What follows belongs to an exercise in optimizing a design on an open flow for small area and a short achievable clock period; a production flow would make more cautious choices.
Where RTL was checked, it was by simulation tests only, not by an equivalence proof against the original.
Power is estimated from default activity; no workload was simulated.

## pipelined_regfile_4stage
module pipelined_regfile_4stage(clk, rst, imem_addr, imem_rdata, dmem_addr, dmem_wdata, dmem_we, dmem_rdata, wb_en, wb_addr, wb_data);
input clk;
input rst;
output [15:0] imem_addr;
input [15:0] imem_rdata;
output [15:0] dmem_addr;
output [15:0] dmem_wdata;
output dmem_we;
input [15:0] dmem_rdata;
output wb_en;
output [3:0] wb_addr;
output [15:0] wb_data;
reg [15:0] pc_q;           
reg [3:0]  op_q;           
reg [15:0] a_q, b_q, npc_q;
reg [3:0]  imm_q, rd_q;
reg        we_q, ld_q, wen2_q, cin_q, com_q;    
reg [3:0]  waddr2_q;
reg [15:0] x_q, y_q, z_q;
reg [2:0]  e_q;            
reg        wen3_q;         
reg [3:0]  waddr3_q;
reg [15:0] wdata3_q;
wire [15:0] inst = imem_rdata;
wire [3:0]  op = inst[15:12];
wire [3:0]  rs = inst[7:4];
wire [3:0]  r2 = op[3] ? inst[11:8] : inst[3:0];
wire [15:0] wsel = wen3_q ? (16'd1 << waddr3_q) : 16'd0;
wire [15:0] rs_oh = 16'd1 << rs;
wire        sll = (op == 4'h4);
wire [15:0] r2_oh = sll ? 16'd0 : (16'd1 << r2);
wire [15:0] shf = inst[3] ? 16'd0 : (16'd1 << inst[2:0]);
wire [15:0] regq [0:15];
reg [15:0] rd1, rd2;
integer k;
always @(*) begin
	rd1 = (|(rs_oh & wsel)) ? wdata3_q : 16'd0;
	rd2 = (|(r2_oh & wsel)) ? wdata3_q : sll ? shf : 16'd0;
	for (k = 0; k < 16; k = k + 1) begin
		rd1 = rd1 | ({16{rs_oh[k] & ~wsel[k]}} & regq[k]);
		rd2 = rd2 | ({16{r2_oh[k] & ~wsel[k]}} & regq[k]);
	end
end
wire [15:0] cur = pc_q;    
wire [15:0] cur1 = cur + 16'd1;
wire [15:0] simm = {{12{imm_q[3]}}, imm_q};
wire        eq = (a_q == b_q);
wire        taken = (op_q == 4'hA) && eq;
wire [15:0] target = npc_q + simm;
wire        jump = (op == 4'hB);
wire        jr = (op == 4'hC || op == 4'hD);
wire [15:0] pc_next = jr ? rd1 :
                      (taken && !jump) ? target :
                      jump ? {cur[15:12], inst[11:0]} : cur1;
wire [15:0] ms, mc, mt;
wire [2:0]  me;
mul16_csa MUL0(.a(a_q), .b(b_q), .s(ms), .c(mc), .t(mt), .e(me));
wire [15:0] shr = imm_q[3] ? 16'd0 : (a_q >> imm_q[2:0]);
wire [15:0] addr = a_q + simm;
reg [15:0] x_d, y_d;
always @(*) begin
	y_d = 16'd0;
	case (op_q)
		4'h0: begin x_d = a_q; y_d = b_q; end
		4'h1: begin x_d = a_q; y_d = ~b_q; end
		4'h2: x_d = a_q & b_q;
		4'h3: x_d = a_q ^ b_q;
		4'h4: begin x_d = ms; y_d = mc; end
  ...
export LEC_CHECK = 0
export CAP_MARGIN = 20
export CORE_MARGIN = 2
export CORE_UTILIZATION = 40
export CTS_CLUSTER_DIAMETER = 100
export CTS_CLUSTER_SIZE = 22
export PLACE_DENSITY = 0.6
export SLEW_MARGIN = 20
create_clock -name core_clock -period 9.0 [get_ports {clk}]
standard.sh (not shown) runs the stock make flow with config.mk's settings and CLKGATE_MAP_FILE= SYNTH_SCRIPT=/design/flow/synth_recipe.tcl, a recipe that flattens the netlist after the stock synthesis.
==> flow/flow/run.sh <==
#!/bin/bash
set -euo pipefail
export BUFFER_PORTS_ARGS="-buffer_cell sky130_fd_sc_hd__buf_4"
export SETUP_SLACK_MARGIN=5.5
bash standard.sh > standard.log 2>&1
The first run finished clean.
Edit:
CORE_UTILIZATION = 55   (was 40)
CTS_CLUSTER_DIAMETER = 90   (was 100)
CTS_CLUSTER_SIZE = 26   (was 22)
PLACE_DENSITY = 0.7   (was 0.6)
After rerunning: The new run ran to the end with no violations; first-iteration DRC count went up by 6.6%; register-to-register slack is about the same; design area came out lower by 2.0%; core utilization grows by 16 points; total power went down by 1.3%.
Edit:
CTS_BUF_LIST = sky130_fd_sc_hd__clkbuf_8   (was unset)
CTS_CLUSTER_DIAMETER = 80   (was 90)
CTS_CLUSTER_SIZE = 16   (was 26)
Effect:
- non-clock buffer count drops by 20
- global-route usage goes up by 0.22 points
- hold slack is about the same
- synthesized area is unchanged
- final area fell by 0.96%
Edit:
CTS_BUF_LIST = unset   (was sky130_fd_sc_hd__clkbuf_8)
CTS_CLUSTER_DIAMETER = 100   (was 80)
CTS_CLUSTER_SIZE = 22   (was 16)
Effect: Flip-flop and latch count stays the same; routed wire length is higher by 0.76%; setup slack is worse by 23 ps; register-to-register slack barely changes; total power grows by 1.6%.


pipelined_regfile_4stage, a different RTL version from the one above (not shown whole).
Size in the first run: about 2200 cells after synthesis.
==> flow/design.v (excerpt) <==
module pipelined_regfile_4stage(clk, rst, imem_addr, imem_rdata, dmem_addr, dmem_wdata, dmem_we, dmem_rdata, wb_en, wb_addr, wb_data);
Settings: LEC_CHECK=0, CAP_MARGIN=20, CORE_MARGIN=2, CORE_UTILIZATION=40, PLACE_DENSITY=0.6, SETUP_SLACK_MARGIN=5, SLEW_MARGIN=20; clock period 9.0 ns.
run.sh (not shown) runs the stock make flow with config.mk's settings and CLKGATE_MAP_FILE= SYNTH_SCRIPT=/design/flow/synth_recipe.tcl, a recipe that flattens the netlist after the stock synthesis.
Stock flow here: none of the scripts above is used.
The baseline completed with no timing, DRC or antenna violations.
Next try:
- SETUP_SLACK_MARGIN: 5 -> 4
Result: The changed run passed the timing, design-rule and antenna checks; final area decreases by a few percent; die area does not change; hold slack gets better by 7.1 ps.
No functional check of the RTL was part of any run of this note.

[afterwards: timing with drivers on the ports]
In the flow no input, the clock included, has a driving cell. The finished layouts below were timed again as built, in two steps. Step 1 assumes that a clkbuf_16 drives the clock port and a buf_2 every other input. Step 2 adds t to the input delays and takes it off the output delays; t is the mean of the earliest and latest rising clock arrival at the registers after step 1. Input paths then give back, and output paths get back, about the clock's delay inside the block. Three values: no drivers, after step 1, after step 2; two values: the first two.
run	t, ns	setup WS [ns]	clock arrival spread, ns
the first run of note 1	0.639	5.409 / 5.402 / 4.763	0.026 / 0.026
the second run of note 1	0.625	5.428 / 5.446 / 4.820	0.035 / 0.035
the third run of note 1	0.671	5.501 / 5.514 / 4.845	0.049 / 0.049
the fourth run of note 1	0.659	5.478 / 5.500 / 4.843	0.022 / 0.023
the first run of note 2	0.664	4.753 / 4.753 / 4.383	0.033 / 0.034
the second run of note 2	0.649	4.097 / 4.097 / 3.594	0.025 / 0.026
After both steps every run listed still meets setup and hold. For the third run of note 1, which loses most, drivers alone change the setup slack by +0.013 ns; drivers and shift together by -0.656 ns.
